This is an optimization exercise on Yosys and OpenROAD, whose aim is small area and a short achievable clock period, not a production implementation. RTL that was checked went through simulation tests only; none was proved equivalent to the original. Power figures rest on the tool's default switching activity, not on a simulated workload.

Setup of build 43:
==> flow/design.v (excerpt) <==
module UART_TRANSMITTER (
	input clock_i, reset_n_i, data_write_i,
	input [7:0] data_i,
	input [5:0] data_buffer_full_thres_i,
	input [1:0] baudrate_select_i,
	output data_buffer_full_o,
	output uart_tx_o
);
Size: roughly 670 cells after synthesis, ~300 flip-flops, roughly 21 I/O pins.
export LEC_CHECK = 0
export CAP_MARGIN = 20
export CORE_MARGIN = 2
export CORE_UTILIZATION = 60
export CTS_BUF_LIST = sky130_fd_sc_hd__clkbuf_8
export CTS_CLUSTER_DIAMETER = 100
export CTS_CLUSTER_SIZE = 16
export SETUP_SLACK_MARGIN = 3.2
export SLEW_MARGIN = 20
export SYNTH_HIERARCHICAL = 1
export SYNTH_MINIMUM_KEEP_SIZE = 0
create_clock -name core_clock -period 6.0 [get_ports {clock_i}]
standard.sh (not shown) runs the stock make flow with config.mk's settings and CLKGATE_MAP_FILE= SYNTH_SCRIPT=/design/flow/synth_recipe.tcl, a recipe that flattens the netlist after the stock synthesis.
==> flow/flow/run.sh <==
#!/bin/bash
# The standard layout, with the ports buffered by plain buffers instead of
# ORFS's default choice (a delay cell that repair cannot resize out of its
# footprint). Everything else is the standard.sh unchanged.
set -euo pipefail
export BUFFER_PORTS_ARGS="-buffer_cell sky130_fd_sc_hd__buf_2"
bash standard.sh > standard.log 2>&1
The flow did not stop early for build 43: all stages ran, and the layout cleared the timing, DRC and antenna checks.
#### Input delta (build 20 over build 43)
- swapping 3.2 for 3.1 in SETUP_SLACK_MARGIN
- swapping 16 for 18 in CTS_CLUSTER_SIZE
## What came out
[compare] base=build 43 new=build 20: area of the multi-input gates moved down; routed wire length moved down. Looking at startpoint of the most critical setup path, the data_buffer_full_thres_i[1] result is from build 20; the data_buffer_full_thres_i[5] one comes from build 43. Build 43 and build 20 ended up with nearly the same proportion of total power due to net switching. Build 20 — met2 capacity usage during global routing 0.56 points lower, build 43 as reference. Build 20 — relative slew slack 0.77 points higher, build 43 as reference. There was hardly any difference in maximum clock rate between build 20 and build 43. Changes observed in build 20 relative to build 43: global-route usage now sits lower, least setup slack across all paths after layout closely matched the old numbers, final cell count neither gained nor lost much, combinational power now sits at about the same level. The total number of vias of build 20 and that of build 43 are within noise of each other.
diff inputs: build 20 => build 39
- setting ABC_AREA to 1 for the first time
- changing SETUP_SLACK_MARGIN from 3.1 to 3.2
==> summary.txt <==
Build 39 closes out successfully: all stages finished, all timing, DRC and antenna checks passed.
Part of the total power dissipated in combinational logic, build 39 and build 20: larger value in build 39
Detailed-route wire length per cell ended up 14% lower on build 39 than on build 20.
In terms of worst endpoint data arrival time, build 39 and build 20 differ only marginally.
Between build 39 and build 20, the difference in setup slack is negligible.
Between build 39 and build 20, the difference in maximum frequency is negligible.
Final period demand of the worst path: build 39 vs build 20 — no meaningful difference
Number of resized instances in the post-cts repair step in build 39 is 5 lower than in build 20
Sort build 39 and build 20 by fraction of the mapped netlist area in compound gates asc -> top: build 20
[build 39 vs build 20] proportion of total power due to net switching: higher in build 39
On post-route core utilization, build 39 and build 20 are neck and neck.
Relative to build 20, build 39 degrades area after synthesis.
Relative to build 39, the following input files were edited for build 50:
- an added PLACE_DENSITY of 0.8
- a deleted ABC_AREA that had been 1
- a change of CTS_CLUSTER_SIZE from 18 to 34
- a deleted CTS_BUF_LIST that had been sky130_fd_sc_hd__clkbuf_8
[summary]
- Of build 39 and build 50, the run reporting the lower combinational cell fraction of total power was build 50.
- Die extent in x ends up higher on build 39.
- Largest net degree at the start of global routing in build 50 is 16 above build 39.
- Summary: with build 39 as the reference, total power in build 50 moved down by a few percent.
- Between build 39 and build 50, the final cell count is lower for build 50.
- Launch point of the critical path = data_buffer_full_thres_i[2]: build 50; launch point of the critical path = data_buffer_full_thres_i[3]: build 39
- Delta (build 50 minus build 39): instance count of the mapped netlist went down 129; end-of-flow core utilization went up 0.84 points.
- Worst slew margin relative to its limit: build 50 < build 39
- Diff build 39 and build 50: sequential share of power higher in build 39
- When build 50 is set beside build 39, its critical path depth turns out to be 1 larger.

========
UART_TRANSMITTER, a different RTL version from the one above (not shown whole).
Size: ~300 flip-flops, about 21 I/O pins, about 8500 um2 of cells after synthesis.
Settings: LEC_CHECK=0, ABC_AREA=1, CAP_MARGIN=20, CORE_MARGIN=2, CORE_UTILIZATION=60, CTS_CLUSTER_DIAMETER=100, CTS_CLUSTER_SIZE=30, SETUP_SLACK_MARGIN=3.0, SLEW_MARGIN=20, SYNTH_HIERARCHICAL=1, SYNTH_MINIMUM_KEEP_SIZE=0; clock period 6.0 ns.
Scripts as last shown in full above: flow/flow/run.sh
Rerun with:
--- a/flow/config.mk
+++ b/flow/config.mk
@@ -8 +7,0 @@
-export ABC_AREA = 1
Outcome: The new run ran to the end with no violations; cell area drops by 1.6%; routed wire length climbs by 7.2%; sequential power drops by about 2%; clock-buffer cell count drops by 1; setup slack gets worse by 0.29 ns; via count drops by 5.4%; non-clock buffer count drops by 4; synthesized area drops by about 0.8%; cell count drops by about 10%.
Function was not checked in any run of this note: the RTL went through the layout flow alone.

========
UART_TRANSMITTER, a different RTL version from the one above (not shown whole).
Size in the first run: roughly 880 cells after synthesis, about 300 flip-flops, about 21 I/O pins.
make LEC_CHECK=0 CAP_MARGIN=20 CORE_MARGIN=2 CORE_UTILIZATION=40 SETUP_SLACK_MARGIN=2.6 SLEW_MARGIN=20 finish   # period 6.0 ns
run.sh (not shown) runs the stock make flow with config.mk's settings and CLKGATE_MAP_FILE= SYNTH_SCRIPT=/design/flow/synth_recipe.tcl, a recipe that flattens the netlist after the stock synthesis.
Stock flow here: none of the scripts above is used.
Next try:
CORE_UTILIZATION = 60   (was 40)
CTS_BUF_LIST = sky130_fd_sc_hd__clkbuf_4   (was unset)
CTS_CLUSTER_SIZE = 30   (was unset)
Setup slack improves by 0.0096 ns.
Non-clock buffer count came out lower by 5.
Register-to-register slack hardly moves.
Maximum frequency stays flat.
Die area came out lower by a quarter to a third.
Routed wire length came out higher slightly.
Total power came out lower by a few percent.
Area after synthesis is unchanged.
Next try:
CORE_UTILIZATION = 40   (was 60)
CTS_BUF_LIST = unset   (was sky130_fd_sc_hd__clkbuf_4)
CTS_CLUSTER_SIZE = unset   (was 30)
SETUP_SLACK_MARGIN = unset   (was 2.6)
=> Count of clock-buffer cells in the layout came out lower by 63. Sequential cell count is unchanged. Total power came out higher by 5.3%. Fmax came out lower by 20%.

[what the ideal ports hide]
In the flow no input, the clock included, has a driving cell. The finished layouts below were timed again as built, in two steps.
Step 1, drivers: a clkbuf_16 drives clock_i and a buf_2 each remaining input, both assumed.
Step 2 times the ports against the registers' clock, not the clock port: input delays grow and output delays shrink by t, the midpoint of the rising clock arrivals with the driver on.
a / b / c = ideal / step 1 / step 2; a / b = the first two.
| run | t, ns | slack for setup (ns) | worst setup path after step 2 | worst register clock-pin slew, ns |
|---|---|---|---|---|
| build 43 | 0.549 | 3.067 / 3.019 / 2.582 | input to register | 0.11 / 0.11 |
| build 20 | 0.538 | 3.067 / 3.019 / 2.638 | input to register | 0.11 / 0.11 |
| build 39 | 0.549 | 3.064 / 3.010 / 2.733 | input to register | 0.12 / 0.12 |
| build 50 | 0.516 | 3.015 / 2.951 / 2.642 | input to register | 0.12 / 0.12 |
| the first run of note 2 | 0.505 | 3.034 / 2.980 / 2.720 | input to register | 0.11 / 0.11 |
| the second run of note 2 | 0.514 | 2.749 / 2.713 / 2.435 | input to register | 0.12 / 0.12 |
| the first run of note 3 | 0.588 | 2.626 / 2.607 / 2.147 | input to register | 0.06 / 0.06 |
| the second run of note 3 | 0.700 | 2.636 / 2.611 / 2.037 | input to register | 0.07 / 0.07 |
| the third run of note 3 | 0.600 | 1.790 / 1.770 / 1.266 | input to register | 0.06 / 0.06 |
After both steps setup and hold are still met in every run listed. The setup slack of the second run of note 3, which loses most, moves by -0.025 ns with the drivers and by -0.599 ns with both steps.
